Source: an optimization exercise on an open RTL-to-GDS flow (aim: small area and a short achievable clock period). Production flows keep margins and buffers that such runs may drop.
Where RTL was checked, it was by simulation tests only, not by an equivalence proof against the original.

Design top, start of the top module:
module top #(parameter m = 7) (
    input clk,
    input signed [m-1:0] noise_in,
    output reg signed [2*m-1:0] filter_out
);
    reg [6:0] d0, d1, d2, d3, d4, d5, d6, d7;
    reg [13:0] s2;
    reg [12:0] c2;
    reg [13:0] s1;
    reg [12:0] c1;
    wire n1, n2, n3, n4, n5, n6, n7, n8, n9, n10, n11, n12;
    wire n13, n14, n15, n16, n17, n18, n19, n20, n21, n22, n23, n24;
    wire n25, n26, n27, n28, n29, n30, n31, n32, n33, n34, n35, n36;
    wire n37, n38, n39, n40, n41, n42, n43, n44, n45, n46, n47, n48;
    wire n49, n50, n51, n52, n53, n54, n55, n56, n57, n58, n59, n60;
    wire n61, n62, n63, n64, n65, n66, n67, n68, n69, n70, n71, n72;
    wire n73, n74, n75, n76, n77, n78, n79, n80, n81, n82, n83, n84;
    wire n85, n86, n87, n88, n89, n90, n91, n92, n93, n94, n95, n96;
    wire n97, n98, n99, n100, n101, n102, n103, n104, n105, n106, n107, n108;
    wire n109, n110, n111, n112, n113, n114, n115, n116, n117, n118, n119, n120;
    wire n121, n122, n123, n124, n125, n126, n127, n128, n129, n130, n131, n132;
    wire n133, n134, n135, n136, n137, n138, n139, n140, n141, n142, n143, n144;
    wire n145, n146, n147, n148, n149, n150, n151, n152, n153, n154, n155, n156;
    wire n157, n158, n159, n160, n161, n162, n163, n164, n165, n166, n167, n168;
    wire n169, n170, n171, n172, n173, n174, n175, n176, n177, n178, n179, n180;
    wire n181, n182, n183, n184, n185, n186, n187, n188, n189, n190, n191, n192;
    wire n193, n194, n195, n196, n197, n198, n199, n200, n201, n202, n203, n204;
  ...
export LEC_CHECK = 0
export CAP_MARGIN = 20
export CORE_MARGIN = 2
export CORE_UTILIZATION = 60
export CTS_BUF_LIST = sky130_fd_sc_hd__clkbuf_8
export SLEW_MARGIN = 20
export SYNTH_HIERARCHICAL = 1
create_clock -name core_clock -period 10.0 [get_ports {clk}]
standard.sh (not shown) runs the stock make flow with config.mk's settings and CLKGATE_MAP_FILE= SYNTH_SCRIPT=/design/flow/synth_recipe.tcl, a recipe that flattens the netlist after the stock synthesis.
==> flow/flow/run.sh <==
#!/bin/bash
# The standard ORFS layout, with one change: the port buffers are buf_4
# cells instead of the delay buffer that buffer_ports picks by default, which
# puts about half a nanosecond on every path from an input.
set -euo pipefail
export BUFFER_PORTS_ARGS="-buffer_cell sky130_fd_sc_hd__buf_4"
bash standard.sh finish > standard.log 2>&1
Change:
- CTS_BUF_LIST: sky130_fd_sc_hd__clkbuf_8 -> sky130_fd_sc_hd__clkbuf_4
Effect: Cell area drops by 1.4%. First-iteration DRC count drops by about 10%. Worst setup slack gains 0.090 ns.
No run of this note included a check of the RTL's function; only the layout flow was run.

========
== lane 1 ==
top, a different RTL version from the one above (not shown whole).
Size: roughly 450 cells after synthesis, about 120 flip-flops, ~22 I/O pins, roughly 0.0062 mm2 of cells after synthesis.
Settings: LEC_CHECK=0, CAP_MARGIN=20, CORE_MARGIN=2, CORE_UTILIZATION=60, CTS_BUF_LIST=sky130_fd_sc_hd__clkbuf_4, SLEW_MARGIN=20, SYNTH_HIERARCHICAL=1; clock period 10.0 ns.
==> flow/flow/run.sh <==
#!/bin/bash
# The standard ORFS layout with these changes:
# * the port buffers are buf_4 cells instead of the delay buffer that
#   buffer_ports picks by default (about half a nanosecond on every input);
# * from clock-tree synthesis on, the standard repair_timing steps aim for
#   7.0 ns of setup slack, resizing and swapping pins only, so that the few
#   paths from the input port get larger gates; the constraints (10 ns clock,
#   2 ns input and output delays) are unchanged;
# * clock-tree synthesis inserts no dummy loads (cells that only add load to
#   balance the tree: about 200 um2 of this small design's area);
# * after floorplanning, logic cells that synthesis gave a drive strength
#   above 1 are set back to drive 1 (flow/downsize.tcl); repair upsizes them
#   again where needed.
set -euo pipefail
export BUFFER_PORTS_ARGS="-buffer_cell sky130_fd_sc_hd__buf_4"
export CTS_ARGS="-sink_clustering_enable -repair_clock_nets -buf_list sky130_fd_sc_hd__clkbuf_4 -dont_use_dummy_load"
bash standard.sh floorplan > standard_floorplan.log 2>&1
ODB=orfs/results/sky130hd/top/base/2_floorplan.odb openroad -no_init -exit flow/downsize.tcl > downsize.log 2>&1
bash standard.sh place > standard_place.log 2>&1
export SETUP_SLACK_MARGIN=7.0
export SETUP_MOVE_SEQUENCE=sizeup,swap
bash standard.sh finish > standard_finish.log 2>&1
==> flow/flow/downsize.tcl <==
# After floorplanning: every logic cell that synthesis mapped to a drive
# strength above 1 becomes the drive-1 cell of the same function; the later
# repair steps upsize again wherever slew, load or timing call for it.
set odb $::env(ODB)
read_db $odb
set db [ord::get_db]
set n 0
foreach inst [[ord::get_db_block] getInsts] {
  set m [[$inst getMaster] getName]
  if {[regexp {^(sky130_fd_sc_hd__(a21oi|o21ai|nor2b|nand2b|nor2|nand2|xor2|xnor2|inv|a21o|o21a|and2|or2|and2b))_([2-9]|1[0-9])$} $m -> base]} {
    set small [$db findMaster ${base}_1]
    if {$small ne "NULL" && $small ne ""} {
      if {[$inst swapMaster $small]} { incr n }
    }
  }
}
puts "downsized $n cells"
write_db $odb
Here is what was changed in the inputs of lane 2 compared with lane 1.
-- flow/flow/run.sh --
<<< lane 1, line 4
#   buffer_ports picks by default (about half a nanosecond on every input);
# * from clock-tree synthesis on, the standard repair_timing steps aim for
#   7.0 ns of setup slack, resizing and swapping pins only, so that the few
#   paths from the input port get larger gates; the constraints (10 ns clock,
#   2 ns input and output delays) are unchanged;
>>> lane 2, line 4
#   buffer_ports picks by default (about half a nanosecond on every input);
# * from clock-tree synthesis on, the standard repair_timing steps aim for
#   6.95 ns of setup slack, resizing and swapping pins only, so that the few
#   paths from the input port get larger gates; the constraints (10 ns clock,
#   2 ns input and output delays) are unchanged;
<<< lane 1, line 18
ODB=orfs/results/sky130hd/top/base/2_floorplan.odb openroad -no_init -exit flow/downsize.tcl > downsize.log 2>&1
bash standard.sh place > standard_place.log 2>&1
export SETUP_SLACK_MARGIN=7.0
export SETUP_MOVE_SEQUENCE=sizeup,swap
bash standard.sh finish > standard_finish.log 2>&1
>>> lane 2, line 18
ODB=orfs/results/sky130hd/top/base/2_floorplan.odb openroad -no_init -exit flow/downsize.tcl > downsize.log 2>&1
bash standard.sh place > standard_place.log 2>&1
export SETUP_SLACK_MARGIN=6.95
export SETUP_MOVE_SEQUENCE=sizeup,swap
bash standard.sh finish > standard_finish.log 2>&1
Minimum setup slack in the final design: lane 2 better than lane 1. Lane 2 -> lane 1: area enclosed by the die boundary delta 0, exact match. The via count reported for lane 2 is lower than the one for lane 1. Core util | lane 2 vs lane 1 | lane 2 lower. Launch point of the critical path = noise_in[4]: lane 2; launch point of the critical path = noise_in[2]: lane 1. Data-path buffer share of cell area in the final layout: lane 2 vs lane 1 down 0.61 points.

========
top, a different RTL version from the one above (not shown whole).
For scale: ~450 cells after synthesis, ~120 flip-flops, roughly 6100 µm² of cells after synthesis.
clock: 10.0 ns
lec_check: 0
cap_margin: 20
core_margin: 2
core_utilization: 60
cts_buf_list: sky130_fd_sc_hd__clkbuf_4
slew_margin: 20
synth_hierarchical: 1
==> flow/flow/run.sh <==
#!/bin/bash
# The standard ORFS layout with these changes:
# * the port buffers are buf_4 cells instead of the delay buffer that
#   buffer_ports picks by default (about half a nanosecond on every input);
# * from clock-tree synthesis on, the standard repair_timing steps aim for
#   6.95 ns of setup slack, resizing and swapping pins only, so that the few
#   paths from the input port get larger gates; the constraints (10 ns clock,
#   2 ns input and output delays) are unchanged;
# * clock-tree synthesis inserts no dummy loads (cells that only add load to
#   balance the tree: about 200 um2 of this small design's area);
# * after floorplanning, logic cells that synthesis gave a drive strength
#   above 1 are set back to drive 1 (flow/downsize.tcl); repair upsizes them
#   again where needed.
set -euo pipefail
export BUFFER_PORTS_ARGS="-buffer_cell sky130_fd_sc_hd__buf_4"
export CTS_ARGS="-sink_clustering_enable -repair_clock_nets -buf_list sky130_fd_sc_hd__clkbuf_4 -dont_use_dummy_load"
bash standard.sh floorplan > standard_floorplan.log 2>&1
ODB=orfs/results/sky130hd/top/base/2_floorplan.odb openroad -no_init -exit flow/downsize.tcl > downsize.log 2>&1
bash standard.sh place > standard_place.log 2>&1
export SETUP_SLACK_MARGIN=6.95
export SETUP_MOVE_SEQUENCE=sizeup,swap,split
bash standard.sh finish > standard_finish.log 2>&1
Scripts as last shown in full above: flow/flow/downsize.tcl
The starting point ran to the end with no violations.
Then changed:
--- a/flow/flow/run.sh
+++ b/flow/flow/run.sh
@@ -19,4 +19,4 @@
 bash standard.sh place > standard_place.log 2>&1
 export SETUP_SLACK_MARGIN=6.95
-export SETUP_MOVE_SEQUENCE=sizeup,swap,split
+export SETUP_MOVE_SEQUENCE=sizeup,swap,buffer,clone,split
 bash standard.sh finish > standard_finish.log 2>&1
Synthesized area is unchanged.
Hold slack stays flat.
Final cell count climbs by 0.81%.
Cell area barely changes.
Setup slack degrades by 0.026 ns.
Core utilization shrinks by 0.13 points.
Die area is unchanged.
Non-clock buffer count climbs by 5.
Clock skew is about the same.
Wire length rose by 0.57%.
Then changed:
--- a/flow/flow/run.sh
+++ b/flow/flow/run.sh
@@ -19,4 +19,4 @@
 bash standard.sh place > standard_place.log 2>&1
 export SETUP_SLACK_MARGIN=6.95
-export SETUP_MOVE_SEQUENCE=sizeup,swap,buffer,clone,split
+export SETUP_MOVE_SEQUENCE=sizeup,swap
 bash standard.sh finish > standard_finish.log 2>&1
The changed run finished clean.
Synthesized cell count does not change.
Utilization increases by 0.13 points.
Worst setup slack is better by 0.026 ns.
Clock skew hardly moves.
Routed wire length falls by 0.57%.
Area after synthesis does not change.

========
Another version of the RTL of top (not shown whole).
For scale: ~460 cells after synthesis, roughly 120 flip-flops, about 22 I/O pins, about 6100 um2 of cells after synthesis.
==> flow/config.mk <==
export PLATFORM = sky130hd
export DESIGN_NAME = top
export DESIGN_NICKNAME = top
export VERILOG_FILES = /design/flow/design.v
export SDC_FILE = /design/flow/constraint.sdc
export NUM_CORES = 4
export LEC_CHECK = 0
export CAP_MARGIN = 20
export CORE_MARGIN = 2
export CORE_UTILIZATION = 60
export CTS_BUF_LIST = sky130_fd_sc_hd__clkbuf_4
export SLEW_MARGIN = 20
export SYNTH_HIERARCHICAL = 1
==> flow/constraint.sdc <==
create_clock -name core_clock -period 10.0 [get_ports {clk}]
set_input_delay 2.0000 -clock core_clock [delete_from_list [all_inputs] [get_ports {clk}]]
set_output_delay 2.0000 -clock core_clock [all_outputs]
set_load 0.01 [all_outputs]
==> flow/flow/run.sh <==
#!/bin/bash
# The standard ORFS layout with two changes:
# * the port buffers are buf_4 cells instead of the delay buffer that
#   buffer_ports picks by default (about half a nanosecond on every input);
# * from clock-tree synthesis on, the standard repair_timing steps aim for
#   6.95 ns of setup slack, resizing and swapping pins only, so that the few
#   paths from the input port get larger gates; the constraints (10 ns clock,
#   2 ns input and output delays) are unchanged;
# * clock-tree synthesis inserts no dummy loads (cells that only add load to
#   balance the tree: about 200 um2 of this small design's area).
set -euo pipefail
export BUFFER_PORTS_ARGS="-buffer_cell sky130_fd_sc_hd__buf_4"
export CTS_ARGS="-sink_clustering_enable -repair_clock_nets -buf_list sky130_fd_sc_hd__clkbuf_4 -dont_use_dummy_load"
bash standard.sh place > standard_place.log 2>&1
export SETUP_SLACK_MARGIN=6.95
export SETUP_MOVE_SEQUENCE=sizeup,swap
bash standard.sh finish > standard_finish.log 2>&1
Rerun with:
--- a/flow/flow/run.sh
+++ b/flow/flow/run.sh
@@ -6 +6 @@
-#   6.95 ns of setup slack, resizing and swapping pins only, so that the few
+#   7.05 ns of setup slack, resizing and swapping pins only, so that the few
@@ -8,3 +8 @@
-#   2 ns input and output delays) are unchanged;
-# * clock-tree synthesis inserts no dummy loads (cells that only add load to
-#   balance the tree: about 200 um2 of this small design's area).
+#   2 ns input and output delays) are unchanged.
@@ -13 +10,0 @@
-export CTS_ARGS="-sink_clustering_enable -repair_clock_nets -buf_list sky130_fd_sc_hd__clkbuf_4 -dont_use_dummy_load"
@@ -15 +12 @@
-export SETUP_SLACK_MARGIN=6.95
+export SETUP_SLACK_MARGIN=7.05
After rerunning: The changed run completed with no timing, DRC or antenna violations; global-route usage grows by 0.80 points; maximum frequency drops by 0.40%; worst setup slack is worse by 0.012 ns; utilization rose by 3.3 points.
Rerun with:
--- a/flow/flow/run.sh
+++ b/flow/flow/run.sh
@@ -2 +2 @@
-# The standard ORFS layout with two changes:
+# The standard ORFS layout with these changes:
@@ -6 +6 @@
-#   7.05 ns of setup slack, resizing and swapping pins only, so that the few
+#   6.95 ns of setup slack, resizing and swapping pins only, so that the few
@@ -8 +8,6 @@
-#   2 ns input and output delays) are unchanged.
+#   2 ns input and output delays) are unchanged;
+# * clock-tree synthesis inserts no dummy loads (cells that only add load to
+#   balance the tree: about 200 um2 of this small design's area);
+# * after floorplanning, logic cells that synthesis gave a drive strength
+#   above 1 are set back to drive 1 (flow/downsize.tcl); repair upsizes them
+#   again where needed.
@@ -10,0 +16,3 @@
+export CTS_ARGS="-sink_clustering_enable -repair_clock_nets -buf_list sky130_fd_sc_hd__clkbuf_4 -dont_use_dummy_load"
+bash standard.sh floorplan > standard_floorplan.log 2>&1
+ODB=orfs/results/sky130hd/top/base/2_floorplan.odb openroad -no_init -exit flow/downsize.tcl > downsize.log 2>&1
@@ -12 +20 @@
-export SETUP_SLACK_MARGIN=7.05
+export SETUP_SLACK_MARGIN=6.95
==> flow/flow/downsize.tcl (new file) <==
# After floorplanning: every logic cell that synthesis mapped to a drive
# strength above 1 becomes the drive-1 cell of the same function; the later
# repair steps upsize again wherever slew, load or timing call for it.
set odb $::env(ODB)
read_db $odb
set db [ord::get_db]
set n 0
foreach inst [[ord::get_db_block] getInsts] {
  set m [[$inst getMaster] getName]
  if {[regexp {^(sky130_fd_sc_hd__(a21oi|o21ai|nor2b|nand2b|nor2|nand2|xor2|xnor2|inv|a21o|o21a|and2|or2|and2b))_([2-9]|1[0-9])$} $m -> base]} {
    set small [$db findMaster ${base}_1]
    if {$small ne "NULL" && $small ne ""} {
      if {[$inst swapMaster $small]} { incr n }
    }
  }
}
puts "downsized $n cells"
write_db $odb
The new run completed with no timing, DRC or antenna violations.
Count of clock-buffer cells in the layout is unchanged.
Die area is unchanged.
Final cell count fell by a few percent.
Global-route usage shrinks by 1.2 points.

[port drivers added, routing unchanged]
No port has a modelled driver above. Below, the same layouts with a new extraction and two added sets of constraints.
Step 1 sets driving cells, clkbuf_16 on the clock port and buf_2 on the other inputs (assumed; they add their load-dependent delay and slew).
Step 2 moves the port delays by t, midway between the first and last clock arrival at a register: inputs arrive t later, outputs are due t later. That takes back most of the time a late clock gives input paths.
Slacks: ideal / step 1 / step 2; pairs: ideal / step 1.
| run | t (ns) | setup slack, ns | hold slack, ns | latest minus earliest clock arrival (ns) | worst data-port slew with drivers (ns) |
|---|---|---|---|---|---|
| the first run of note 1 | 0.479 | 6.826 / 6.833 / 6.354 | 0.358 / 0.358 / 0.358 | 0.008 / 0.009 | 0.03 |
| the second run of note 1 | 0.575 | 6.916 / 6.924 / 6.349 | 0.362 / 0.362 / 0.362 | 0.017 / 0.017 | 0.03 |
| lane 1 | 0.514 | 6.954 / 6.956 / 6.443 | 0.370 / 0.370 / 0.370 | 0.045 / 0.045 | 0.08 |
| lane 2 | 0.514 | 6.969 / 6.969 / 6.456 | 0.370 / 0.370 / 0.370 | 0.045 / 0.045 | 0.04 |
| the first run of note 3 | 0.514 | 6.955 / 6.952 / 6.438 | 0.376 / 0.376 / 0.376 | 0.034 / 0.033 | 0.04 |
| the second run of note 3 | 0.514 | 6.930 / 6.939 / 6.426 | 0.376 / 0.376 / 0.376 | 0.033 / 0.033 | 0.04 |
| the third run of note 3 | 0.514 | 6.955 / 6.952 / 6.438 | 0.376 / 0.376 / 0.376 | 0.034 / 0.033 | 0.04 |
| the first run of note 4 | 0.532 | 6.982 / 6.984 / 6.457 | 0.379 / 0.379 / 0.379 | 0.035 / 0.035 | 0.03 |
| the second run of note 4 | 0.553 | 6.970 / 6.949 / 6.426 | 0.381 / 0.381 / 0.381 | 0.018 / 0.018 | 0.03 |
| the third run of note 4 | 0.532 | 6.905 / 6.911 / 6.379 | 0.372 / 0.372 / 0.372 | 0.030 / 0.030 | 0.03 |
After both steps setup and hold are still met in every run listed. For the second run of note 1, which loses most, drivers alone change the setup slack by +0.008 ns; drivers and shift together by -0.567 ns.
